Source: an optimization exercise on an open RTL-to-GDS flow (aim: small area and a short achievable clock period). Production flows keep margins and buffers that such runs may drop.
At most, simulation tests tie the RTL to the original design; equivalence was not proved.
For run 1, only the layout was checked, not whether the RTL still works.
No activity file was given, so power comes from the tool's default toggle rates.

### flow/config.mk
export PLATFORM = sky130hd
export DESIGN_NAME = Design_Top
export DESIGN_NICKNAME = Design_Top
export VERILOG_FILES = /design/flow/design.v
export SDC_FILE = /design/flow/constraint.sdc
export NUM_CORES = 4
export LEC_CHECK = 0
export ABC_AREA = 1
export CAP_MARGIN = 20
export CORE_MARGIN = 2
export CORE_UTILIZATION = 55
export CTS_BUF_LIST = sky130_fd_sc_hd__clkbuf_4
export CTS_CLUSTER_DIAMETER = 40
export CTS_CLUSTER_SIZE = 10
export SLEW_MARGIN = 20
### flow/constraint.sdc
create_clock -name core_clock -period 35.0 [get_ports {CLK}]
set_input_delay 7.0000 -clock core_clock [delete_from_list [all_inputs] [get_ports {CLK}]]
set_output_delay 7.0000 -clock core_clock [all_outputs]
set_load 0.01 [all_outputs]
### flow/design.v
module Multi_Flop_Synchronizer #(
    parameter NUM_STAGES =2 
) (
    input  wire  async,
    input  wire  clk  ,
    input  wire  en   ,
    input  wire  rst  ,
    output reg   sync
);
reg [NUM_STAGES-2:0] Q  ;
    always @(posedge clk) begin
        if (!rst) begin
            {sync,Q}<='b0;
        end else if (en) begin
            {sync,Q}<={Q[NUM_STAGES-2:0],async};
        end
    end
endmodule
module Multi_Flop_Synchronizer_Multi_bits #(
    parameter NUM_STAGES =2,BUS_WIDTH=5
) (
    input  wire [BUS_WIDTH-1:0] ASYNC,
    input  wire  CLK  ,
    input  wire  EN   ,
    input  wire  RST  ,
    output wire  [BUS_WIDTH-1:0] SYNC
);
genvar i;
    generate
        for (i =0 ;i<=BUS_WIDTH-1; i=i+1 ) begin
            Multi_Flop_Synchronizer #(.NUM_STAGES(NUM_STAGES)) u0  (.async(ASYNC[i]),.clk(CLK),.en(EN),.rst(RST),.sync(SYNC[i])) ;
        end
    endgenerate
endmodule
module Pulse_Gen (
    input  wire Signal_in,
    input  wire clk      ,
    input  wire en       ,
    input  wire rst      ,
    output wire Pulse_out
);
    reg Q;
    always @(posedge clk) begin
        if (!rst) begin
            Q<='b0;
        end else if (en) begin
            Q<=Signal_in;
        end
    end
    assign Pulse_out= ((~Q) & Signal_in);
endmodule
module Data_Sync #(
    parameter NUM_STAGES =2,UNSYNC_BUS_WIDTH=8,BUS_WIDTH=1
) (
    input  wire [UNSYNC_BUS_WIDTH-1:0] Unsync_Bus,
    input  wire                        Enable    ,
    input  wire                        clk       ,
    input  wire                        en        ,
    input  wire                        rst       ,
    output reg  [UNSYNC_BUS_WIDTH-1:0] Sync_Bus  ,
    output reg                         Enable_Pulse              
);
    wire Enable_Sync ;
    wire Pulse_out;
    always @(posedge clk) begin
        if (en && Pulse_out) begin
            Sync_Bus<=Unsync_Bus;
        end 
    end
    always @(posedge clk) begin
        if (!rst) begin
            Enable_Pulse<='b0;
        end else if (en) begin
            Enable_Pulse<=Pulse_out;
        end 
    end
    Multi_Flop_Synchronizer_Multi_bits #(
        .NUM_STAGES (NUM_STAGES ),
        .BUS_WIDTH  (BUS_WIDTH  )
    )
    u_Multi_Flop_Synchronizer_Multi_bits(
    	.ASYNC (Enable ),
        .CLK   (clk   ),
        .EN    (en    ),
        .RST   (rst   ),
        .SYNC  (Enable_Sync  )
    );
    Pulse_Gen u_Pulse_Gen(
    	.Signal_in (Enable_Sync ),
        .clk       (clk       ),
        .en        (en        ),
        .rst       (rst       ),
        .Pulse_out (Pulse_out )
    );
endmodule
module RST_Sync (
    input  wire RST,
    input  wire clk,
    output reg  Sync_RST
);
    reg Q;
    always @(posedge clk or negedge RST) begin
        if (!RST) begin
            Q        <= 1'b0;
            Sync_RST <= 1'b0;
        end else begin
            Q        <= 1'b1;
            Sync_RST <= Q;
        end
    end
endmodule
module Clock_Divider #(
    parameter Division_Limit='d4
) (
    input  wire                      i_ref_clk  ,
    input  wire                      i_rst_n    ,
    input  wire                      i_clk_en   , 
    input  wire [Division_Limit-1:0] i_div_ratio,
    output reg                       o_div_tick
);
reg div_clk,odd_edge_tog;
wire Is_zero,Is_one,Is_odd,clk_en;
wire flip_even,flip_odd;
reg [Division_Limit-1:0] couter;
wire [Division_Limit-1:0] flip_pos,flip_neg;
always @(posedge i_ref_clk) begin
    if (!i_rst_n) begin
        div_clk<='b0;
        couter<='b0;
        odd_edge_tog<='b1;
    end else if (clk_en) begin
        if (flip_even) begin
            div_clk<=~div_clk;
            couter<='b0;
        end else if (flip_odd) begin
            div_clk<=~div_clk;
            couter<='b0;
            odd_edge_tog<=~odd_edge_tog;         
        end else begin
            couter<=couter+1'b1;
        end
    end 
end
assign Is_zero=~|(i_div_ratio);
assign Is_one =(i_div_ratio=='b1);
assign Is_odd =(i_div_ratio[0]=='b1);
assign flip_neg=(i_div_ratio>>1);
assign flip_pos=flip_neg - 1'b1 ;
assign clk_en=i_clk_en & ~Is_zero & ~Is_one;
assign flip_even=(!Is_odd)&&(couter==flip_pos);
assign flip_odd=(Is_odd &&(couter==flip_pos)&&odd_edge_tog) ||(Is_odd && (couter==flip_neg) && !odd_edge_tog);
always @(*) begin
    if (clk_en) begin
        o_div_tick=(!div_clk) && (flip_even || flip_odd);
    end else begin
        o_div_tick=1'b1;
    end
end
endmodule
module Bits_Counter #(
    parameter Counter_Size='d3, Start_Point='d0,Num_of_Bits=3'b111
) (
    input   wire                     clk    ,
    input   wire                     rst    ,
    input   wire                     enable ,
    output  reg [Counter_Size-1:0]   bits_counter,
    output  wire                      finish
);
    always @(posedge clk) begin
        if (!rst) begin
            bits_counter<=Start_Point;
        end else if (enable) begin
            bits_counter<=bits_counter+'b1;
        end
    end
   assign finish=(bits_counter==Num_of_Bits) & enable;
endmodule
module Edge_Bit_Counter #(
    parameter Counter_Size='d5, Start_Point='d0
) (
    input   wire                     clk    ,
    input   wire                     rst    ,
    input   wire                     enable , 
    input   wire [Counter_Size-1:0]  Prescale   ,
    output  reg  [Counter_Size-1:0]  edge_cnt,
    output  reg                     finish
);
wire counter_rst;
    always @(posedge clk) begin
        if (!rst) begin
            edge_cnt<=Start_Point;
        end else if (!counter_rst) begin
            edge_cnt<=Start_Point;
        end else begin
            edge_cnt<=edge_cnt+'b1;
        end
    end
    always @(posedge clk) begin
        if (!rst) begin
            finish<='b0;
        end else if (edge_cnt==Prescale-'d1) begin
            finish<='b1;
        end else begin
            finish<='b0;
        end
    end
    assign counter_rst=(~finish & enable );
endmodule
module Counter_Unit #(
    parameter Counter_Size='d5
) (
    input  wire clk,
    input  wire rst,
    input  wire enable,
    input  wire Data_enable, 
    input  wire [Counter_Size-1:0]  Prescale   ,
    output wire                     Finish_edge,
    output wire                     Finish_data,
    output wire [2:0]               bits_counter,
    output wire [Counter_Size-1:0]  edge_cnt
);
    wire Bits_counter_enable;
    assign Bits_counter_enable= Finish_edge & Data_enable;  
    Bits_Counter  u_Bits_Counter(
    	.clk    (clk    ),
        .rst    (rst    ),
        .enable (Bits_counter_enable ),
        .bits_counter(bits_counter),
        .finish (Finish_data )
    );
    Edge_Bit_Counter  u_Edge_Bit_Counter(
    	.clk      (clk      ),
        .rst      (rst      ),
        .enable   (enable   ),
        .Prescale (Prescale ),
        .edge_cnt (edge_cnt ),
        .finish   (Finish_edge   )
    );
endmodule
module Data_Sampling (
    input  wire                    RX_in   ,
    input  wire                    clk     ,
    input  wire                    rst     ,
    input  wire                    data_samp_en,
    output reg                     sampled_bit
);
reg [2:0] bits;
always @(posedge clk) begin
    if (!rst) begin
        bits<='b0;
    end else if (data_samp_en) begin
        bits<={bits[1:0],RX_in};
    end else begin
        bits<=bits;
    end
end
always @(*) begin
    if (!data_samp_en) begin
        if ((bits[0] & bits[1])||(bits[0] & bits[2])||(bits[2] & bits[1])) begin
            sampled_bit=1'b1;
        end else begin
            sampled_bit=1'b0;
        end
    end else begin
        sampled_bit=1'b0;
    end
end
endmodule
module Deserializer #(
    parameter bits_couner_size='d3 , Data_size='d8
) (
    input  wire sampled_bit,
    input  wire clk        ,
    input  wire rst        , 
    input  wire deser_en   ,
    input  wire [bits_couner_size-1:0] bits_counter, 
    output reg  [Data_size-1:0] Data 
);
always @(posedge clk) begin
    if (!rst) begin
        Data<='b0;
    end else if(deser_en) begin
        Data[bits_counter]<=sampled_bit;
    end
end
endmodule
module Error_Unit (
    input  wire  clk,
    input  wire  rst,
    input  wire  sampled_bit,
    input  wire  Compared_bit,
    input  wire  Enable,
    output  reg  Error
);
    always @(*) begin
        if (!Enable) begin
            Error='b0;
        end else if (sampled_bit!=Compared_bit) begin
            Error='b1;
        end else begin
             Error='b0;
        end
    end
endmodule
module RX_FSM #(parameter Counter_Size='d5) (
    input  wire clk,
    input  wire rst,
    input  wire RX_IN,  
    input  wire PAR_EN,  
    input  wire [1:0] Prescale,
    input  wire bit_cnt,  
    input  wire data_finish_flag, 
    input  wire [Counter_Size-1:0] edge_cnt,  
    input  wire [7:0] P_DATA ,
    input   wire PAR_TYP,
    input   wire Error,
    output  reg Compared_bit,
    output reg counter_en,  
    output reg bits_counter_en,  
    output reg Error_Unit_En,
    output reg data_samp_en,
    output reg deser_en,
    output reg data_valid
);
reg [2:0] CurrentState,NextState;
wire start_first,start_sec,start_third;
reg Rest_data_valid;
reg Error_REG;
reg Out_data_valid;
localparam Idle =3'b000, 
           Start=3'b001,
           Data =3'b011,
           Parity=3'b010,
           Stop=3'b110;
always @(posedge clk) begin
    if (!rst) begin
        CurrentState<=Idle;
    end else begin
        CurrentState<=NextState;
    end 
end           
always @(*) begin
    counter_en='b0;
    Error_Unit_En='b0;
    bits_counter_en='b0;
    deser_en='b0;
    Compared_bit='b0;
    Rest_data_valid='b0;
    Out_data_valid='b0;
    case (CurrentState)
       Idle : begin
        if (!RX_IN) begin
            NextState=Start;
            counter_en='b1;
        end else begin
            NextState=Idle;
            counter_en='b0;
        end
       end
       Start:begin
        Compared_bit='b0;
        Rest_data_valid='b1;
        Error_Unit_En=((Prescale[0]==1'b0)&(edge_cnt>=5'b00110))|((Prescale>=2'b01)&(edge_cnt>=5'b01000)) |((Prescale[1]==1'b1)&(edge_cnt>=5'b01100));
        if (Error) begin
            NextState=Idle;
            counter_en='b0;
        end else begin
            if (!bit_cnt) begin
            NextState=Start;
            counter_en='b1;
        end else begin
            NextState=Data;
            counter_en='b0;
        end
        end
       end
       Data:begin
        deser_en=((Prescale[0]==1'b0)&(edge_cnt>=5'b00110))|((Prescale>=2'b01)&(edge_cnt>=5'b01000)) |((Prescale[1]==1'b1)&(edge_cnt>=5'b01100));
        bits_counter_en='b1;
        if (!data_finish_flag) begin
            NextState=Data;
            counter_en='b1;
            bits_counter_en='b1;
        end else if (!PAR_EN) begin
            NextState=Stop;
            counter_en='b0;
        end else begin
            NextState=Parity;
            counter_en='b0;
        end
       end
       Parity:begin
        Error_Unit_En=((Prescale[0]==1'b0)&(edge_cnt>=5'b00110))|((Prescale>=2'b01)&(edge_cnt>=5'b01000)) |((Prescale[1]==1'b1)&(edge_cnt>=5'b01100));
        if (!PAR_TYP) begin
            Compared_bit=^P_DATA;
        end else begin
            Compared_bit=~^P_DATA;
        end
        if (!bit_cnt) begin
            NextState=Parity;
            counter_en='b1;
        end else begin
            NextState=Stop;
            counter_en='b0;
        end
       end
       Stop:begin
        Compared_bit='b1;
        Error_Unit_En=((Prescale[0]==1'b0)&(edge_cnt>=5'b00110))|((Prescale>=2'b01)&(edge_cnt>=5'b01000)) |((Prescale[1]==1'b1)&(edge_cnt>=5'b01100));
        if (!bit_cnt) begin
            NextState=Stop;
            counter_en='b1;
        end else  if (!RX_IN) begin 
            NextState=Start;
            counter_en='b0;
            Out_data_valid='b1;
        end else begin
            NextState=Idle;
            Out_data_valid='b1;
            counter_en='b0;
        end
        end
        default: begin
            NextState=Idle;
        end
    endcase
end
always @(posedge clk) begin
    if (!rst) begin
        data_valid<='b0;
    end else if(Out_data_valid) begin
        data_valid<=~Error_REG;
    end else begin
        data_valid<='b0;
    end
end
always @(posedge clk) begin
    if (!rst) begin
        Error_REG<='b0;
    end else if(Rest_data_valid)begin
        Error_REG<='b0;
    end else if (Error_Unit_En)  begin   
        Error_REG<=Error|Error_REG;
    end
end
always @(*) begin
    if (start_first || start_sec || start_third) begin
        data_samp_en='b1;
    end else begin
        data_samp_en='b0;
    end
end
assign start_first=(Prescale[0]==1'b0)&((edge_cnt==5'b00010)|(edge_cnt==5'b00011)|(edge_cnt==5'b00100));
assign start_sec=(Prescale==2'b01)&((edge_cnt==5'b00100)|(edge_cnt==5'b00101)|(edge_cnt==5'b00110));
assign start_third=(Prescale[1]==1'b1)&((edge_cnt==5'b01000)|(edge_cnt==5'b01001)|(edge_cnt==5'b01010));    
endmodule
module RX #(
    parameter Counter_Size='d5, Start_Point='d1
) (
    input  wire                    clk_Top     ,
    input  wire                    rst_Top     ,
    input  wire                    RX_IN_Top   ,
    input  wire [Counter_Size-1:0] Prescale_Top,
    input  wire                    PAR_EN_TOP  ,
    input  wire                    PAR_TYP_Top ,
    output wire                    Data_Valid_Top,
    output wire [7:0]              P_Data_Top
);
wire bit_cnt_Top;  
wire [Counter_Size-1:0] edge_cnt_Top;  
wire enable_Top;  
wire par_err_Top,start_err_Top,stop_err_Top;  
wire par_check_en_Top,start_check_en_Top,stop_check_en_Top;  
wire data_samp_en_Top;  
wire deser_en_Top,deser_en_FSM_Top;  
wire sampled_bit_Top;
wire data_finish_flag_Top,bits_counter_en_Top;
wire [2:0] bits_counter_Top;
wire Compared_bit_Top,Error_Unit_En_Top,Error_Top;
RX_FSM u_RX_FSM(
    .clk              (clk_Top              ),
    .rst              (rst_Top              ),
    .RX_IN            (RX_IN_Top            ),
    .PAR_EN           (PAR_EN_TOP           ),
    .Prescale         (Prescale_Top[4:3]          ),
    .bit_cnt          (bit_cnt_Top          ),
    .data_finish_flag (data_finish_flag_Top ),
    .edge_cnt         (edge_cnt_Top         ),
    .P_DATA           (P_Data_Top           ),  
    .PAR_TYP          (PAR_TYP_Top          ),  
    .Error            (Error_Top            ),
    .Compared_bit     (Compared_bit_Top     ),
    .counter_en       (enable_Top       ),
    .bits_counter_en  (bits_counter_en_Top  ),
    .Error_Unit_En    (Error_Unit_En_Top    ), 
    .data_samp_en     (data_samp_en_Top     ),
    .deser_en         (deser_en_FSM_Top         ),
    .data_valid       (Data_Valid_Top       )
);
Error_Unit u_Error_Unit(
    .clk          (clk_Top          ),
    .rst          (rst_Top          ),
    .sampled_bit  (sampled_bit_Top  ),
    .Compared_bit (Compared_bit_Top ),
    .Enable       (Error_Unit_En_Top       ),
    .Error        (Error_Top        )
);
Counter_Unit u_Counter_Unit(
    .clk         (clk_Top         ),
    .rst         (rst_Top         ),
    .enable      (enable_Top       ),
    .Data_enable (bits_counter_en_Top ),
    .Prescale    (Prescale_Top    ),
    .Finish_edge (bit_cnt_Top ),
    .Finish_data (data_finish_flag_Top ),
    .bits_counter(bits_counter_Top),
    .edge_cnt    (edge_cnt_Top    )
);
    Data_Sampling  u_Data_Sampling(
    	.RX_in        (RX_IN_Top        ),
        .clk          (clk_Top          ),
        .rst          (rst_Top          ),
        .data_samp_en (data_samp_en_Top ),
        .sampled_bit  (sampled_bit_Top  )
    );
Deserializer u_Deserializer(
    .sampled_bit  (sampled_bit_Top  ),
    .clk          (clk_Top          ),
    .rst          (rst_Top          ),
    .deser_en     (deser_en_FSM_Top),  
    .bits_counter (bits_counter_Top ),
    .Data         (P_Data_Top         )
);
endmodule
module UART_TX_Top (
    input  wire       clk,
    input  wire       tick,
    input  wire       RST,
    input  wire [7:0] P_Data_UART,
    input  wire       Data_Valid_UART,
    input  wire       Par_En_UART,
    input  wire       Par_Type_UART,
    output reg        TX_Out_UART,
    output wire       Busy_UART
);
localparam Idle  = 2'b00,
           Start = 2'b01,
           Data  = 2'b11,
           Parity= 2'b10;
reg  [1:0] Current_State, Next_State, State_N;
reg  [2:0] Counter;
reg  [7:0] Data_Reg;    
reg        Par_Bit;
reg  [7:0] Data_N;
reg        Par_N;
reg        Out_N;
wire Ser_En   = (Current_State == Data);
wire Ser_Done = (Counter == 3'b111);
assign Busy_UART = (Current_State != Idle);
always @(*) begin
    case (Current_State)
        Idle:    Next_State = Data_Valid_UART ? Start : Idle;
        Start:   Next_State = Data;
        Data:    Next_State = Ser_Done ? (Par_En_UART ? Parity : Idle) : Data;
        default: Next_State = Data_Valid_UART ? Start : Idle;
    endcase
end
always @(*) begin
    State_N = tick ? Next_State : Current_State;
    if (!tick)
        Data_N = Data_Reg;
    else if (Data_Valid_UART)
        Data_N = P_Data_UART;
    else if (Ser_En)
        Data_N = Data_Reg >> 1;
    else
        Data_N = Data_Reg;
    Par_N = tick ? (Par_Type_UART ? ~^P_Data_UART : ^P_Data_UART) : Par_Bit;
    case (State_N)
        Idle:    Out_N = 1'b1;
        Start:   Out_N = 1'b0;
        Data:    Out_N = Data_N[0];
        default: Out_N = Par_N;
    endcase
end
always @(posedge clk) begin
    if (!RST) begin
        Current_State <= Idle;
        Counter       <= 3'b0;
    end else begin
        Current_State <= State_N;
        if (tick)
            Counter <= Ser_En ? Counter + 1'b1 : 3'b0;
    end
end
always @(posedge clk or negedge RST) begin
    if (!RST)
        TX_Out_UART <= 1'b1;
    else
        TX_Out_UART <= Out_N;
end
always @(posedge clk) begin
    Data_Reg <= Data_N;
    Par_Bit  <= Par_N;
end
endmodule
module ALU (
    input  wire        clk      ,
    input  wire        Gate_En  ,
    input  wire        rst      ,
    input  wire [7:0]  Operand_A,
    input  wire [7:0]  Operand_B,
    input  wire [3:0]  ALU_Fun  ,
    input  wire        Enable   ,
    input  wire        Restart  ,
    output wire [7:0]  ALU_Lo_N ,
    output reg  [7:0]  ALU_Hi   ,
    output reg         Out_Valid,
    output reg         Clearing ,
    output reg  [3:0]  Eng_Cnt
);
reg  [7:0] R, Q;    
reg  [7:0] H, L;    
wire       clr   = Restart | (Eng_Cnt == 4'd15);
wire       run   = ~Eng_Cnt[3];
wire       a_bit = Operand_A[~Eng_Cnt[2:0]];
wire       b_bit = Operand_B[Eng_Cnt[2:0]];
wire [8:0] T     = {R, a_bit};
wire [9:0] D     = {1'b0, T} - {2'b0, Operand_B};
wire       ge    = ~D[9];
wire [8:0] S     = {1'b0, H} + (b_bit ? {1'b0, Operand_A} : 9'd0);
always @(posedge clk) begin
    if (!rst) begin
        Eng_Cnt  <= 4'd15;
        Clearing <= 1'b1;
    end else begin
        if (Restart || Eng_Cnt == 4'd15)
            Eng_Cnt <= 4'd0;
        else if (run)
            Eng_Cnt <= Eng_Cnt + 1'b1;
        if (Eng_Cnt == 4'd7)
            Clearing <= 1'b0;
    end
end
always @(posedge clk) begin
    if (clr) begin
        R <= 8'd0;
        H <= 8'd0;
    end else if (run) begin
        R <= ge ? D[7:0] : T[7:0];
        Q <= {Q[6:0], ge};
        H <= S[8:1];
        L <= {S[0], L[7:1]};
    end
end
wire       sub  = |ALU_Fun;
wire [8:0] sum  = {1'b0, Operand_A} + {1'b0, Operand_B ^ {8{sub}}} + {8'd0, sub};
wire [7:0] x    = Operand_A ^ Operand_B;
wire [7:0] a    = Operand_A & Operand_B;
wire [7:0] o    = Operand_A | Operand_B;
wire       eq   = ~|x;
wire       lt   = ~sum[8];
wire       gt   = sum[8] & ~eq;
wire       bz   = ~|Operand_B;
reg [7:0] lo, hi;
always @(*) begin
    lo = 8'd0;
    hi = 8'd0;
    case (ALU_Fun)
        4'd0:  begin lo = sum[7:0]; hi = {7'd0, sum[8]}; end
        4'd1:  begin lo = sum[7:0]; hi = {8{~sum[8]}}; end
        4'd2:  begin lo = L; hi = H; end
        4'd3:  lo = bz ? 8'd0 : Q;
        4'd4:  lo = a;
        4'd5:  lo = o;
        4'd6:  begin lo = ~a; hi = 8'hFF; end
        4'd7:  begin lo = ~o; hi = 8'hFF; end
        4'd8:  lo = x;
        4'd9:  begin lo = ~x; hi = 8'hFF; end
        4'd10: lo = {7'd0, eq};
        4'd11: lo = {7'd0, gt};
        4'd12: lo = {7'd0, lt};
        4'd13: lo = {1'b0, Operand_A[7:1]};
        4'd14: begin lo = {Operand_A[6:0], 1'b0}; hi = {7'd0, Operand_A[7]}; end
        default: ;
    endcase
end
assign ALU_Lo_N = Enable ? lo : 8'd0;
always @(posedge clk) begin
    if (Gate_En)
        ALU_Hi <= Enable ? hi : 8'd0;
end
always @(posedge clk) begin
    if (!rst)
        Out_Valid <= 1'b0;
    else
        Out_Valid <= Enable;
end
endmodule
module REG_File (
    input  wire        clk         , 
    input  wire        rst         ,
    input  wire [3:0]  Address     ,
    input  wire        WrEn        ,
    input  wire        RdEn        ,
    input  wire [7:0]  WrData      ,
    input  wire [15:0] Clr_Row     ,
    input  wire        Clearing    ,
    output wire [7:0]  RdData_N    ,
    output reg         RdData_Valid,
    output wire [7:0]  REG0_ALU_A  ,
    output wire [7:0]  REG1_ALU_B  ,
    output wire [6:0]  REG2_UART   ,
    output wire [3:0]  REG3_DIV  
);
    wire [7:0]  Wr_Val = Clearing ? 8'd0 : WrData;
    wire [15:0] Row_We;
    wire [7:0]  Row [0:15];
    reg  [7:0]  Cfg2, Cfg3;
    genvar k;
    generate
        for (k = 0; k < 16; k = k + 1) begin : g_row
            assign Row_We[k] = WrEn && (Address == k);
            if (k == 2 || k == 3) begin : g_rst
                assign Row[k] = (k == 2) ? Cfg2 : Cfg3;
            end else begin : g_nrst
                reg [7:0] Data;
                always @(posedge clk) begin
                    if (Row_We[k] || Clr_Row[k])
                        Data <= Wr_Val;
                end
                assign Row[k] = Data;
            end
        end
    endgenerate
    always @(posedge clk) begin
        if (!rst) begin
            Cfg2 <= 8'h1C;
            Cfg3 <= 8'h08;
        end else begin
            if (Row_We[2]) Cfg2 <= WrData;
            if (Row_We[3]) Cfg3 <= WrData;
        end
    end
    always @(posedge clk) begin
        if (!rst)
            RdData_Valid <= 1'b0;
        else
            RdData_Valid <= RdEn;
    end
    assign RdData_N   = Row[Address];
    assign REG0_ALU_A = Row[0];
    assign REG1_ALU_B = Row[1];
    assign REG2_UART  = Cfg2[6:0];
    assign REG3_DIV   = Cfg3[3:0];
endmodule
module RX_Controler #(
    parameter Data_width ='d8 ,REG_File_Depth='d16,
    Address_Depth=$clog2(REG_File_Depth),Num_Of_instructions='d14,
    Decoder_Size=$clog2(Num_Of_instructions)
) (
    input  wire                     clk         ,
    input  wire                     rst         ,
    input  wire                     ALU_Valid   ,
    output reg                      ALU_Enable  ,
    output reg [Decoder_Size-1:0]   ALU_Fun     , 
    output reg                      CLK_Gate_En ,
    output reg  [Address_Depth-1:0] REG_Address ,
    output reg                      REG_WrEn    ,
    output reg                      REG_RdEn    ,
    output reg  [Data_width-1:0]    REG_WrData  ,
    input  wire [Data_width-1:0]    Rx_P_Data    ,
    input  wire                     RX_Valid     
);
reg Save_En;
reg [Address_Depth-1:0] Saved_Data;
reg [2:0] Current_State,Next_State;
localparam Idle ='b000 ,
           REG_Wr_Add='b001 ,
           REG_Wr_Data='b011,
           REG_Rd_Add='b010 ,
           ALU_Wr_A=   'b110,
           ALU_Wr_B=   'b100,
           ALU_Fun_State='b101;
always @(posedge clk) begin
    if (!rst) begin
        Current_State<='b0;
    end else begin
        Current_State<=Next_State;
    end
end
always @(posedge clk) begin
    if(Save_En) begin
        Saved_Data<=Rx_P_Data[Address_Depth-1:0];
    end
end
always @(*) begin
    REG_WrEn='b0;
    REG_RdEn='b0;
    REG_WrData='b0;
    ALU_Fun='b0;
    CLK_Gate_En='b0;
    ALU_Enable='b0;
    Save_En='b0;
    REG_Address=Saved_Data;
    case (Current_State)
        Idle:begin
            if (RX_Valid) begin
                case (Rx_P_Data)
                'hAA:begin
                    Next_State=REG_Wr_Add;
                end 
                'hBB:begin
                    Next_State=REG_Rd_Add;
                end 
                'hCC:begin
                    Next_State=ALU_Wr_A;  
                end
                'hDD:begin
                    Next_State=ALU_Fun_State;
                    CLK_Gate_En='b1;
                end
                default: begin
                    Next_State=Idle;
                end 
            endcase
            end else begin
                Next_State=Idle;
            end
        end 
        REG_Wr_Add:begin
            if (RX_Valid) begin
                Save_En='b1;
                Next_State=REG_Wr_Data;
            end else begin
                Next_State=REG_Wr_Add;
            end
        end
        REG_Wr_Data:begin
            if (RX_Valid) begin
                REG_WrEn='b1;
                REG_Address=Saved_Data;
                REG_WrData=Rx_P_Data;  
                Next_State=Idle;
            end else begin
                Next_State=REG_Wr_Data;
            end
        end
        REG_Rd_Add:begin
            if (RX_Valid) begin
                REG_RdEn='b1;
                REG_Address=Rx_P_Data[Address_Depth-1:0];
                Next_State=Idle;
            end else begin
                Next_State=REG_Rd_Add;
            end
        end
        ALU_Wr_A:begin
             if (RX_Valid) begin
                REG_Address='b0;
                REG_WrEn='b1;
                REG_WrData=Rx_P_Data;
                Next_State=ALU_Wr_B;
            end else begin
                Next_State=ALU_Wr_A;
            end
        end
        ALU_Wr_B:begin
             if (RX_Valid) begin
                REG_Address='d1;
                REG_WrEn='b1;
                CLK_Gate_En='b1;
                REG_WrData=Rx_P_Data;
                Next_State=ALU_Fun_State;
            end else begin
                Next_State=ALU_Wr_B;
            end
        end
        ALU_Fun_State:begin
             if (RX_Valid) begin
                CLK_Gate_En='b1;
                ALU_Enable='b1;
                ALU_Fun=Rx_P_Data[Decoder_Size-1:0];
                Next_State=Idle;
            end else begin
                Next_State=ALU_Fun_State;
            end
        end
        default: begin
            Next_State=Idle;
        end
    endcase
    end
endmodule
module Tx_Controler #(
    parameter Data_width ='d8,ALU_Output_Data_width='d16
) (
    input  wire                     clk         ,
    input  wire                     rst         ,
    input  wire [Data_width-1:0]    ALU_Hi      ,
    input  wire                     ALU_Valid   ,
    input  wire [Data_width-1:0]    Shared_Lo   ,    
    input  wire                     REG_Rd_Valid,
    input  wire                    Tx_Busy      ,
    output reg  [Data_width-1:0]   Tx_P_Data    ,
    output reg                     Tx_Valid     ,
    output wire                    In_REG_Packet,
    output wire                    In_ALU_Packet_1
); 
wire [1:0] Flags;
assign Flags={REG_Rd_Valid,ALU_Valid};
reg [2:0] Current_State,Next_State;
localparam Idle ='b000 ,
           REG_Packet='b001,
           ALU_Packet_1='b011,
           Wait='b010,
           ALU_Packet_2='b110;
assign In_REG_Packet   = (Current_State == REG_Packet);
assign In_ALU_Packet_1 = (Current_State == ALU_Packet_1);
always @(posedge clk) begin
    if (!rst) begin
        Current_State<=Idle;
    end else begin
        Current_State<=Next_State;
    end
end
always @(*) begin
   Tx_Valid='b0;
   Tx_P_Data='b0;
   case (Current_State)
    Idle:begin 
        if (!Tx_Busy) begin
            case (Flags)
            'b10:Next_State=REG_Packet;
            'b01: Next_State=ALU_Packet_1;
            default:Next_State=Idle; 
        endcase
        end else begin
            Next_State=Idle;
        end
    end 
    REG_Packet:begin
        Tx_Valid='b1;
        Tx_P_Data=Shared_Lo;
        if (Tx_Busy) begin
           Next_State=Idle; 
        end else begin
            Next_State=REG_Packet;
        end
    end
    ALU_Packet_1:begin
        Tx_Valid='b1;
        Tx_P_Data=Shared_Lo;
        if (Tx_Busy) begin
           Next_State=Wait; 
        end else begin
            Next_State=ALU_Packet_1;
        end
    end
    Wait:begin
        if (!Tx_Busy) begin
            Next_State=ALU_Packet_2; 
        end else begin
            Next_State=Wait;
        end
    end
    ALU_Packet_2:begin
        Tx_Valid='b1;
        Tx_P_Data=ALU_Hi;
        if (Tx_Busy) begin
           Next_State=Idle; 
        end else begin
            Next_State=ALU_Packet_2;
        end
    end
    default: Next_State=Idle; 
   endcase
end
endmodule
module Design_Top (
    input  wire    CLK     ,
    input  wire    RST     , 
    input  wire    RX_IN   ,
    output wire    TX_OUT 
);
wire Sync_RST;
RST_Sync u_RST_Sync (
    .RST      (RST      ),
    .clk      (CLK      ),
    .Sync_RST (Sync_RST )
);
wire       RX_Valid_Top;
wire [7:0] Rx_P_Data_Top;
wire [6:0] REG2_UART_Config_Top;
wire [3:0] REG3_DIV_Top;
RX u_RX1(
    .clk_Top        (CLK                         ),
    .rst_Top        (Sync_RST                    ),
    .RX_IN_Top      (RX_IN                       ),
    .Prescale_Top   (REG2_UART_Config_Top[6:2]   ),
    .PAR_EN_TOP     (REG2_UART_Config_Top[0]     ),
    .PAR_TYP_Top    (REG2_UART_Config_Top[1]     ),
    .Data_Valid_Top (RX_Valid_Top                ),
    .P_Data_Top     (Rx_P_Data_Top               )
);
reg [2:0] RX_Valid_Dly;
always @(posedge CLK) begin
    if (!Sync_RST)
        RX_Valid_Dly <= 3'b0;
    else
        RX_Valid_Dly <= {RX_Valid_Dly[1:0], RX_Valid_Top};
end
wire RX_Valid_Syn = RX_Valid_Dly[2];
wire       ALU_Enable_Top, CLK_Gate_En_Top;
wire [3:0] ALU_Fun_Top;
wire       ALU_Out_Valid_Top;
wire       REG_WrEn_Top, REG_RdEn_Top;
wire [3:0] REG_Address_Top;
wire [7:0] REG_WrData_Top;
RX_Controler u_RX_Controler(
    .clk         (CLK               ),
    .rst         (Sync_RST          ),
    .ALU_Valid   (ALU_Out_Valid_Top ),
    .ALU_Enable  (ALU_Enable_Top    ),
    .ALU_Fun     (ALU_Fun_Top       ),
    .CLK_Gate_En (CLK_Gate_En_Top   ),
    .REG_Address (REG_Address_Top   ),
    .REG_WrEn    (REG_WrEn_Top      ),
    .REG_RdEn    (REG_RdEn_Top      ),
    .REG_WrData  (REG_WrData_Top    ),
    .Rx_P_Data   (Rx_P_Data_Top     ),
    .RX_Valid    (RX_Valid_Syn      )
);
wire       REG_Rd_Valid_Top;
wire [7:0] REG_RdData_N;
wire [7:0] Operand_A_Top, Operand_B_Top;
wire       Clearing;
wire [3:0] Eng_Cnt;
wire [15:0] Clr_Row;
genvar k;
generate
    for (k = 0; k < 16; k = k + 1) begin : g_clr
        if (k < 2)
            assign Clr_Row[k] = Clearing && (Eng_Cnt == 4'd15);
        else if (k < 4)
            assign Clr_Row[k] = 1'b0;
        else if (k < 12)
            assign Clr_Row[k] = Clearing && (Eng_Cnt == k - 4);
        else
            assign Clr_Row[k] = Clearing && (Eng_Cnt == k - 12);
    end
endgenerate
REG_File u_REG_File(
    .clk          (CLK              ),
    .rst          (Sync_RST         ),
    .Address      (REG_Address_Top  ),
    .WrEn         (REG_WrEn_Top     ),
    .RdEn         (REG_RdEn_Top     ),
    .WrData       (REG_WrData_Top   ),
    .Clr_Row      (Clr_Row          ),
    .Clearing     (Clearing         ),
    .RdData_N     (REG_RdData_N     ),
    .RdData_Valid (REG_Rd_Valid_Top ),
    .REG0_ALU_A   (Operand_A_Top    ),
    .REG1_ALU_B   (Operand_B_Top    ),
    .REG2_UART    (REG2_UART_Config_Top),
    .REG3_DIV     (REG3_DIV_Top     )
);
wire [7:0] ALU_Lo_N;
wire [7:0] ALU_Hi;
ALU u_ALU(
    .clk       (CLK               ),
    .Gate_En   (CLK_Gate_En_Top   ),
    .rst       (Sync_RST          ),
    .Operand_A (Operand_A_Top     ),
    .Operand_B (Operand_B_Top     ),
    .ALU_Fun   (ALU_Fun_Top       ),
    .Enable    (ALU_Enable_Top    ),
    .Restart   (REG_WrEn_Top & (REG_Address_Top[3:1] == 3'b000)),
    .ALU_Lo_N  (ALU_Lo_N          ),
    .ALU_Hi    (ALU_Hi            ),
    .Out_Valid (ALU_Out_Valid_Top ),
    .Clearing  (Clearing          ),
    .Eng_Cnt   (Eng_Cnt           )
);
wire       In_REG_Packet, In_ALU_Packet_1;
reg  [7:0] Shared_Lo;
always @(posedge CLK) begin
    if (REG_RdEn_Top && !In_ALU_Packet_1)
        Shared_Lo <= REG_RdData_N;
    else if (CLK_Gate_En_Top && !In_REG_Packet)
        Shared_Lo <= ALU_Lo_N;
end
wire       Tx_Busy_Top, Tx_Busy_UnSyn;
wire       Tx_Valid_Top_UnSyn;
wire [7:0] Tx_P_Data_Top_UnSyn;
Tx_Controler u_Tx_Controler(
    .clk          (CLK                 ),
    .rst          (Sync_RST            ),
    .ALU_Hi       (ALU_Hi              ),
    .ALU_Valid    (ALU_Out_Valid_Top   ),
    .Shared_Lo    (Shared_Lo           ),
    .REG_Rd_Valid (REG_Rd_Valid_Top    ),
    .Tx_Busy      (Tx_Busy_Top         ),
    .Tx_P_Data    (Tx_P_Data_Top_UnSyn ),
    .Tx_Valid     (Tx_Valid_Top_UnSyn  ),
    .In_REG_Packet   (In_REG_Packet    ),
    .In_ALU_Packet_1 (In_ALU_Packet_1  )
);
Multi_Flop_Synchronizer u_Busy_Syn(
    .async (Tx_Busy_UnSyn ),
    .clk   (CLK           ),
    .en    (1'b1          ),
    .rst   (Sync_RST      ),
    .sync  (Tx_Busy_Top   )
);
wire       TX_TICK;
wire       TX_IN_V_Top_Syn;
wire [7:0] TX_IN_P_Top_Syn;
Clock_Divider u_Clock_Divider(
    .i_ref_clk   (CLK          ),
    .i_rst_n     (Sync_RST     ),
    .i_clk_en    (1'b1         ),
    .i_div_ratio (REG3_DIV_Top ),
    .o_div_tick  (TX_TICK      )
);
Data_Sync u_Tx_Data_Syn(
    .Unsync_Bus   (Tx_P_Data_Top_UnSyn ),
    .Enable       (Tx_Valid_Top_UnSyn  ),
    .clk          (CLK                 ),
    .en           (TX_TICK             ),
    .rst          (Sync_RST            ),
    .Sync_Bus     (TX_IN_P_Top_Syn     ),
    .Enable_Pulse (TX_IN_V_Top_Syn     )
);
UART_TX_Top u_UART_TX_Top1(
    .clk             (CLK                     ),
    .tick            (TX_TICK                 ),
    .RST             (Sync_RST                ),
    .P_Data_UART     (TX_IN_P_Top_Syn         ),
    .Data_Valid_UART (TX_IN_V_Top_Syn         ),
    .Par_En_UART     (REG2_UART_Config_Top[0] ),
    .Par_Type_UART   (REG2_UART_Config_Top[1] ),
    .TX_Out_UART     (TX_OUT                  ),
    .Busy_UART       (Tx_Busy_UnSyn           )
);
endmodule
### flow/run.sh
#!/bin/bash
# synth_recipe.tcl (not shown) runs the flow's synth.tcl, then flattens the netlist and writes it again
# the make line also repeats each setting of config.mk as NAME=value (left out here)
make -C /OpenROAD-flow-scripts/flow DESIGN_CONFIG=/design/flow/config.mk WORK_HOME=/design/flow/orfs CLKGATE_MAP_FILE= SYNTH_SCRIPT=/design/flow/synth_recipe.tcl finish
==> results of run 1 <==
## worst paths after layout
kind	cells past startpoint	slack, ns	end	start
max in group asynchronous	1	28.36	u_RST_Sync.Q	RST
hold / removal	0	0.36	u_RST_Sync.Sync_RST	u_RST_Sync.Q
min in group asynchronous	1	0.61	u_UART_TX_Top1.TX_Out_UART	u_RST_Sync.Sync_RST
hold reg to reg	0	0.36	u_RST_Sync.Sync_RST	u_RST_Sync.Q
setup reg to reg	13	31.05	u_ALU.ALU_Hi[2]	u_RX_Controler.Current_State[2]
setup / recovery	1	26.30	TX_OUT	u_UART_TX_Top1.TX_Out_UART
## metrics by stage
step	utilization, %	cell area, um^2	setup slack [ns]	std cells
2_1_floorplan	-	13800	27.43	1635
3_3_place_gp	57.2	14200	26.84	1956
3_5_place_dp	57.2	14200	26.79	1956
4_1_cts	60.2	15000	26.25	2032
5_1_grt	60.2	15000	26.20	2034
6_report	60.2	15000	26.30	2034
## cell usage in the layout, fill, tap and decap left out, types with 13 or more instances in the layout
cell type  count
nand2_1      482
inv_1        179
edfxtp_1     163
nor2_1       142
dfxtp_1       92
a21oi_1       87
o21ai_0       86
nand3_1       74
ha_1          70
clkbuf_4      52
xor2_1        23
nor3_1        18
nor2_4        17
nand4_1       17
o22ai_1       16
nand2_2       13
buf_4         13
## power by group
group / internal [uW] / total, uW / switching, uW
registers: 357 / 386 / 29.5
logic: 83.4 / 254 / 170
clock network: 133 / 251 / 118
total: 573 / 891 / 318
## state kept, by name, summed over array words and instances, names as in the netlist, 4 cells and up, named ones only
name                                              cells
u_REG_File.g_row.g_nrst.Data                        112
Shared_Lo                                             8
u_ALU.ALU_Hi                                          8
u_ALU.H                                               8
u_ALU.L                                               8
u_ALU.Q                                               8
u_ALU.R                                               8
u_REG_File.Cfg2                                       8
u_REG_File.Cfg3                                       8
u_RX1.u_Deserializer.Data                             8
u_Tx_Data_Syn.Sync_Bus                                8
u_UART_TX_Top1.Data_Reg                               8
u_RX1.u_Counter_Unit.u_Edge_Bit_Counter.edge_cnt      5
u_ALU.Eng_Cnt                                         4
u_Clock_Divider.couter                                4
u_RX_Controler.Saved_Data                             4
## cell type report
cell class	instances	area share (%)
multi-input cells	1161	41.2
inverters	192	4.83
well taps	330	2.75
flip-flops and latches	258	45.5
clock inverters	24	2.25
repair buffers	16	0.851
clock buffers	52	2.60
diodes	1	0.0167
## metal layers
metal  GRT usage (%)  part of all wire, %
met4            9.29                  3.0
met5               0                    0
met3            5.07                  6.5
met1            37.6                   45
met2            43.8                   46
## cells by family after synthesis
kind of cell             Yosys count  share of synthesized area [%]
AO/OA/AOI/OAI                    255                           10.8
XOR/XNOR                          34                           2.16
adder cells (fa/ha/maj)           73                           6.77
buffers and inverters            216                           6.09
flip-flops                       258                           49.3
other                              1                         0.0271
AND/OR/NAND/NOR                  798                           24.9
==> flow_summary.toml, run 1 <==
[run_status]
status = "complete, no violations"

[worst_setup_path]
path_cells = "clkdlybuf4s50_1"
cp-start-kind = "flip-flop"
path_class = "flip-flop to output port"
cp_slowest_cell = "dfstp_2"
crit_family = "flip-flops"
worst-path-buf-inv = 1
critical_path_required_ns = 28.00
crit_arrival_ns = 1.70
cp_max_fo = 1
critPathCaptureType = "output port"
max_stage_delay_ns = 0.52

[cts]
ctsResizeCount = 0
cts-root-buf = "clkbuf_4"
cts_tree = "yes"
cts_sinks = 258
hold_buffers = 0
cts_buffers = 41
clk_pin_slew_worst_paths_ns = 0.10
h-tree-depth = 2
post_cts_buffers = 0
clockBufferDepth = 3
clk_latency_ns = 0.69

[floorplan]
dieHeight_um = 162
ios = 4
die_area_mm2 = 0.0264
fp.dieW_um = 162
design.core.area_mm2 = 0.0249
initial_utilization_pct = 55.5
core.rowCount = 58

[logic_synthesis]
synth_top_area_cell = "edfxtp_1"
synth_ff_type = "edfxtp_1"
yosysUniqueCellTypes = 53
post-synth-top-count-cell = "nand2_1"
async_reset_ff_share_pct = 1.16
yosys-top-cells-count = "482 x nand2_1, 179 x inv_1, 163 x edfxtp_1"
yosys_register_bits = 258
synth_top_area_share_pct = 35.4
synth_edf_count = 163
syn-num-nets = 1711
synth.area.top_cells = "edfxtp_1 35%, dfxtp_1 13%, nand2_1 13%, ha_1 6.3%, inv_1 4.9%"
avgSynthCellArea_um2 = 8.45
yosys_warnings = 18
synth_cells = 1635
synth_area_mm2 = 0.0138
seq_area_frac_synth_pct = 49.3

[job]
max_cap_viol_count = 0

[sta]
skew_ns = 0.0616
rsz0062_at_grt = "false"
tns_ns = 0
drv_slew = 0
maxSlewHeadroom_pct = 39.6
hold_violations = 0
min_period_ns = 8.70
worst_pin_slew_ns = 0.904
max_freq_mhz = 115
fin_crit_sh_pct = 24.9
setup_viol = 0
holdWs_ns = 0.361

[final_layout]
multi_input_area_mm2 = 0.00618
fin_nets = 1746
drive_gt1_share_pct = 9.10
fillCellCount = 2255
seq_area_mm2 = 0.00681
area_growth_pct = 8.49

[grt]
grt_pass1_wl_mm = 55.8
grt_max_degree = 35
antenna_found_initial = 1
grt_pass1_vias = 10400
track_usage_pct = 27.3
grt.overflow.total = 0

[power]
power.density_mw_per_mm2 = 59.5
total_power_uw = 891
ir_drop_mv = 0.0583
p_leak_uw = 0.00660

[worst_hold_path]
hp-class = "flip-flop to flip-flop"

[drt]
vias = 11000
drt_wl_total_mm = 35.5
dr.pass1.iters = 5
ant_nets = 0
vias_per_cell = 5.42
drt_iter0_drc = 1014
wl_per_cell_um = 17.5
route.detailed.drc = 0

[place]
port_buffers = 3
hpwl_mm = 25.4
routabilityCongestion = 0.932
==> inputs of run 2 (changes only) <==
--- a/flow/design.v
+++ b/flow/design.v
@@ -8,7 +8,7 @@
     output reg   sync
 );
 reg [NUM_STAGES-2:0] Q  ;
-    always @(posedge clk) begin
+    always @(posedge clk or negedge rst) begin
         if (!rst) begin
             {sync,Q}<='b0;
         end else if (en) begin
@@ -40,7 +40,7 @@
     output wire Pulse_out
 );
     reg Q;
-    always @(posedge clk) begin
+    always @(posedge clk or negedge rst) begin
         if (!rst) begin
             Q<='b0;
         end else if (en) begin
@@ -67,7 +67,7 @@
             Sync_Bus<=Unsync_Bus;
         end 
     end
-    always @(posedge clk) begin
+    always @(posedge clk or negedge rst) begin
         if (!rst) begin
             Enable_Pulse<='b0;
         end else if (en) begin
@@ -93,21 +93,23 @@
         .Pulse_out (Pulse_out )
     );
 endmodule
-module RST_Sync (
-    input  wire RST,
-    input  wire clk,
-    output reg  Sync_RST
+module RST_Sync #(
+    parameter NUM_STAGES =2
+) (
+    input wire RST,
+    input wire clk,
+    output wire Sync_RST
 );
-    reg Q;
-    always @(posedge clk or negedge RST) begin
-        if (!RST) begin
-            Q        <= 1'b0;
-            Sync_RST <= 1'b0;
-        end else begin
-            Q        <= 1'b1;
-            Sync_RST <= Q;
-        end
-    end
+    Multi_Flop_Synchronizer #(
+        .NUM_STAGES (NUM_STAGES )
+    )
+    u_Multi_Flop_Synchronizer(
+    	.async (1'b1 ),
+        .clk   (clk   ),
+        .en    (1'b1  ),
+        .rst   (RST   ),
+        .sync  (Sync_RST )
+    );
 endmodule
 module Clock_Divider #(
     parameter Division_Limit='d4
@@ -123,7 +125,7 @@
 wire flip_even,flip_odd;
 reg [Division_Limit-1:0] couter;
 wire [Division_Limit-1:0] flip_pos,flip_neg;
-always @(posedge i_ref_clk) begin
+always @(posedge i_ref_clk or negedge i_rst_n ) begin
     if (!i_rst_n) begin
         div_clk<='b0;
         couter<='b0;
@@ -166,7 +168,7 @@
     output  reg [Counter_Size-1:0]   bits_counter,
     output  wire                      finish
 );
-    always @(posedge clk) begin
+    always @(posedge clk or negedge rst) begin
         if (!rst) begin
             bits_counter<=Start_Point;
         end else if (enable) begin
@@ -186,7 +188,7 @@
     output  reg                     finish
 );
 wire counter_rst;
-    always @(posedge clk) begin
+    always @(posedge clk or negedge rst) begin
         if (!rst) begin
             edge_cnt<=Start_Point;
         end else if (!counter_rst) begin
@@ -195,7 +197,7 @@
             edge_cnt<=edge_cnt+'b1;
         end
     end
-    always @(posedge clk) begin
+    always @(posedge clk or negedge rst) begin
         if (!rst) begin
             finish<='b0;
         end else if (edge_cnt==Prescale-'d1) begin
@@ -245,7 +247,7 @@
     output reg                     sampled_bit
 );
 reg [2:0] bits;
-always @(posedge clk) begin
+always @(posedge clk or negedge rst) begin
     if (!rst) begin
         bits<='b0;
     end else if (data_samp_en) begin
@@ -276,7 +278,7 @@
     input  wire [bits_couner_size-1:0] bits_counter, 
     output reg  [Data_size-1:0] Data 
 );
-always @(posedge clk) begin
+always @(posedge clk or negedge rst) begin
     if (!rst) begin
         Data<='b0;
     end else if(deser_en) begin
@@ -332,7 +334,7 @@
            Data =3'b011,
            Parity=3'b010,
            Stop=3'b110;
-always @(posedge clk) begin
+always @(posedge clk or negedge rst ) begin
     if (!rst) begin
         CurrentState<=Idle;
     end else begin
@@ -425,7 +427,7 @@
         end
     endcase
 end
-always @(posedge clk) begin
+always @(posedge clk or negedge rst) begin
     if (!rst) begin
         data_valid<='b0;
     end else if(Out_data_valid) begin
@@ -434,7 +436,7 @@
         data_valid<='b0;
     end
 end
-always @(posedge clk) begin
+always @(posedge clk or negedge rst) begin
     if (!rst) begin
         Error_REG<='b0;
     end else if(Rest_data_valid)begin
@@ -583,22 +585,18 @@
         default: Out_N = Par_N;
     endcase
 end
-always @(posedge clk) begin
+always @(posedge clk or negedge RST) begin
     if (!RST) begin
         Current_State <= Idle;
         Counter       <= 3'b0;
+        TX_Out_UART   <= 1'b1;
     end else begin
         Current_State <= State_N;
+        TX_Out_UART   <= Out_N;
         if (tick)
             Counter <= Ser_En ? Counter + 1'b1 : 3'b0;
     end
 end
-always @(posedge clk or negedge RST) begin
-    if (!RST)
-        TX_Out_UART <= 1'b1;
-    else
-        TX_Out_UART <= Out_N;
-end
 always @(posedge clk) begin
     Data_Reg <= Data_N;
     Par_Bit  <= Par_N;
@@ -629,7 +627,7 @@
 wire [9:0] D     = {1'b0, T} - {2'b0, Operand_B};
 wire       ge    = ~D[9];
 wire [8:0] S     = {1'b0, H} + (b_bit ? {1'b0, Operand_A} : 9'd0);
-always @(posedge clk) begin
+always @(posedge clk or negedge rst) begin
     if (!rst) begin
         Eng_Cnt  <= 4'd15;
         Clearing <= 1'b1;
@@ -690,7 +688,7 @@
     if (Gate_En)
         ALU_Hi <= Enable ? hi : 8'd0;
 end
-always @(posedge clk) begin
+always @(posedge clk or negedge rst) begin
     if (!rst)
         Out_Valid <= 1'b0;
     else
@@ -733,7 +731,7 @@
             end
         end
     endgenerate
-    always @(posedge clk) begin
+    always @(posedge clk or negedge rst) begin
         if (!rst) begin
             Cfg2 <= 8'h1C;
             Cfg3 <= 8'h08;
@@ -742,7 +740,7 @@
             if (Row_We[3]) Cfg3 <= WrData;
         end
     end
-    always @(posedge clk) begin
+    always @(posedge clk or negedge rst) begin
         if (!rst)
             RdData_Valid <= 1'b0;
         else
@@ -782,7 +780,7 @@
            ALU_Wr_A=   'b110,
            ALU_Wr_B=   'b100,
            ALU_Fun_State='b101;
-always @(posedge clk) begin
+always @(posedge clk or negedge rst) begin
     if (!rst) begin
         Current_State<='b0;
     end else begin
@@ -917,7 +915,7 @@
            ALU_Packet_2='b110;
 assign In_REG_Packet   = (Current_State == REG_Packet);
 assign In_ALU_Packet_1 = (Current_State == ALU_Packet_1);
-always @(posedge clk) begin
+always @(posedge clk or negedge rst) begin
     if (!rst) begin
         Current_State<=Idle;
     end else begin
@@ -1004,7 +1002,7 @@
     .P_Data_Top     (Rx_P_Data_Top               )
 );
 reg [2:0] RX_Valid_Dly;
-always @(posedge CLK) begin
+always @(posedge CLK or negedge Sync_RST) begin
     if (!Sync_RST)
         RX_Valid_Dly <= 3'b0;
     else
==> flow/config.mk (replaced) <==
export PLATFORM = sky130hd
export DESIGN_NAME = Design_Top
export DESIGN_NICKNAME = Design_Top
export VERILOG_FILES = /design/flow/design.v
export SDC_FILE = /design/flow/constraint.sdc
export NUM_CORES = 4
export LEC_CHECK = 0
export CAP_MARGIN = 20
export CORE_MARGIN = 2
export CORE_UTILIZATION = 40
export SLEW_MARGIN = 20
==> run 2 against run 1 <==
Compared with the run above: clock power is 25% higher; die area is 37% higher; first-iteration DRC count is 0.69% lower; critical path depth stayed put; clock skew is 0.030 ns lower; final cell count is 15% lower; fmax is 1.5% higher; largest power group unchanged; design area is 2.4% higher; global-route usage is 6.8 points lower; via count is 8.7% lower.
==> flow_summary.toml, run 2 <==
[run_status]
status = "complete, no violations"

[logic_synthesis]
synth_top_area_share_pct = 35.2
synth_cells = 1266
synth_ff_type = "edfxtp_1"
synth.area.top_cells = "edfxtp_1 35%, dfrtp_1 12%, ha_1 6.4%, nand2_1 4.0%, xnor2_1 2.7%"
async_reset_ff_share_pct = 29.8
yosysUniqueCellTypes = 95
synth_top_area_cell = "edfxtp_1"
yosys_warnings = 17
post-synth-top-count-cell = "edfxtp_1"
synth_edf_count = 163
seq_area_frac_synth_pct = 51.8
yosys_register_bits = 258
syn-num-nets = 1343
synth_area_mm2 = 0.0139
yosys-top-cells-count = "163 x edfxtp_1, 149 x nand2_1, 84 x nor2_1"
avgSynthCellArea_um2 = 11.0

[grt]
track_usage_pct = 20.6
grt_max_degree = 76
grt.overflow.total = 0
grt_pass1_vias = 9629
antenna_found_initial = 0
grt_pass1_wl_mm = 57.5

[worst_setup_path]
crit_family = "buffers and inverters"
max_stage_delay_ns = 0.52
cp-start-kind = "flip-flop"
startpoint = "u_UART_TX_Top1.TX_Out_UART"
r2r-start = "u_RX1.u_Deserializer.Data[1]"
path_cells = "clkdlybuf4s50_1"
path_class = "flip-flop to output port"
rr_worst_depth = 13
worst-path-buf-inv = 1
cp_slowest_cell = "clkdlybuf4s50_1"
critPathCaptureType = "output port"
critical_path_required_ns = 28.00
r2r-end = "u_ALU.ALU_Hi[0]"
cp_max_fo = 1
crit_arrival_ns = 1.57
rrSetupSlack_ns = 30.23

[sta]
rsz0062_at_grt = "false"
worst_pin_slew_ns = 1.20
drv_slew = 0
holdWs_ns = 0.254
fin_crit_sh_pct = 24.5
max_freq_mhz = 117
min_period_ns = 8.57
skew_ns = 0.0314
tns_ns = 0
maxSlewHeadroom_pct = 19.8
setup_viol = 0
hold_violations = 0

[floorplan]
fp.dieW_um = 190
die_area_mm2 = 0.0363
design.core.area_mm2 = 0.0344
ios = 4
dieHeight_um = 190
core.rowCount = 68
initial_utilization_pct = 40.5

[drt]
ant_nets = 0
route.detailed.drc = 0
vias = 10100
vias_per_cell = 5.80
drt_iter0_drc = 1007
wl_per_cell_um = 21.4
dr.pass1.iters = 6
drt_wl_total_mm = 37.1

[place]
hpwl_mm = 25.0
routabilityCongestion = 0.895
dp_cells = 1680
port_buffers = 3

[power]
ir_drop_mv = 0.0399
power.density_mw_per_mm2 = 44.6
p_leak_uw = 0.00565

[final_layout]
layout_commonest_cell = "edfxtp_1"
largest_reg_flops = 112
antenna_cells = 0
fin_nets = 1335
multi_input_area_mm2 = 0.00621
stdcell_count = 1736
seq_area_mm2 = 0.00720
final_cell_mix = "163 x edfxtp_1, 149 x nand2_1, 84 x nor2_1, 71 x ha_1, 68 x o21ai_0"
drive_gt1_share_pct = 11.1
fillCellCount = 3239
largest-register = "u_REG_File.g_row.g_nrst.Data"
area_growth_pct = 10.4

[job]
max_cap_viol_count = 0

[cts]
cts-root-buf = "clkbuf_16"
post_cts_buffers = 0
hold_buffers = 0
clockBufferDepth = 3
h-tree-depth = 1
cts_tree = "yes"
ctsResizeCount = 0
cts_sinks = 258
clk_pin_slew_worst_paths_ns = 0.06
clk_latency_ns = 0.57
cts_buffers = 29

[worst_hold_path]
hp-class = "flip-flop to async pin"
[run 2: cell type report]
| type | instances | share of cell area (%) |
|---|---|---|
| clock buffer | 33 | 4.82 |
| clock inverter | 21 | 1.61 |
| inverter | 56 | 1.37 |
| multi-input combinational | 894 | 40.5 |
| sequential | 258 | 46.9 |
| tap | 455 | 3.71 |
| timing repair buffer | 19 | 1.11 |
[run 2: stage by stage]
| stage | power [uW] | setup WS (ns) | utilization [%] | instance area, um^2 |
|---|---|---|---|---|
| after floorplan | 368 | 27.48 | - | 13900 |
| after global placement | 375 | 26.87 | 41.6 | 14300 |
| after detailed placement | 376 | 26.86 | 41.6 | 14300 |
| after CTS | 692 | 26.40 | 44.5 | 15300 |
| after global routing | 710 | 26.39 | 44.7 | 15400 |
| final | 684 | 26.43 | 44.7 | 15400 |
[run 2: per-layer routing]
layer  vias up  share of wire [%]  routed length [um]  GRT usage (%)
met3        92                6.7                2490           3.20
met4         0                3.5                1300           7.13
met1      4948                 45               16600           29.3
met2       355                 45               16700           31.9
li1       4678                  -                   -              -
met5         -                  0                   0              0
[run 2: kinds of logic after synthesis]
family	share of synthesized area [%]
AND/OR/NAND/NOR	14.1
AO/OA/AOI/OAI	15.3
flip-flops	51.8
buffers and inverters	3.77
adder cells (fa/ha/maj)	6.82
XOR/XNOR	3.70
multiplexers	4.54
other	0.0270
[run 2: worst max-delay path by stage]
stage	to	cells after the start
after floorplan	TX_OUT	0
after global placement	flip-flop	5
after detailed placement	flip-flop	5
after CTS	TX_OUT	1
after global routing	TX_OUT	1
final	TX_OUT	1
[run 2: power breakdown]
part           internal, uW  switching, uW  total [uW]
clock network           189            125         314
registers               326           7.40         333
logic                  16.4           20.4        36.8
total                   531            153         684

-- separate check: timing with driven ports --
In the flow no input, the clock included, has a driving cell. The finished layouts below were timed again as built, in two steps. Step 1: set_driving_cell puts a clkbuf_16 on CLK and a buf_2 on each other input, an assumption about the parent block. Step 2, shift: input delay + t, output delay - t, t = (earliest + latest rising clock arrival at the registers) / 2. This alone moves slack from input paths to output paths. Three values: ideal ports, drivers, drivers and shift; two values: the first two.
run	t (ns)	slack for setup (ns)	worst setup path at the end	latest minus earliest clock arrival (ns)	worst register clock-pin slew, ns
run 1	0.705	26.299 / 26.255 / 26.755	input to register	0.066 / 0.066	0.12 / 0.12
run 2	0.609	26.426 / 26.376 / 26.852	input to register	0.033 / 0.033	0.06 / 0.06
After both steps setup and hold are still met in every run listed.
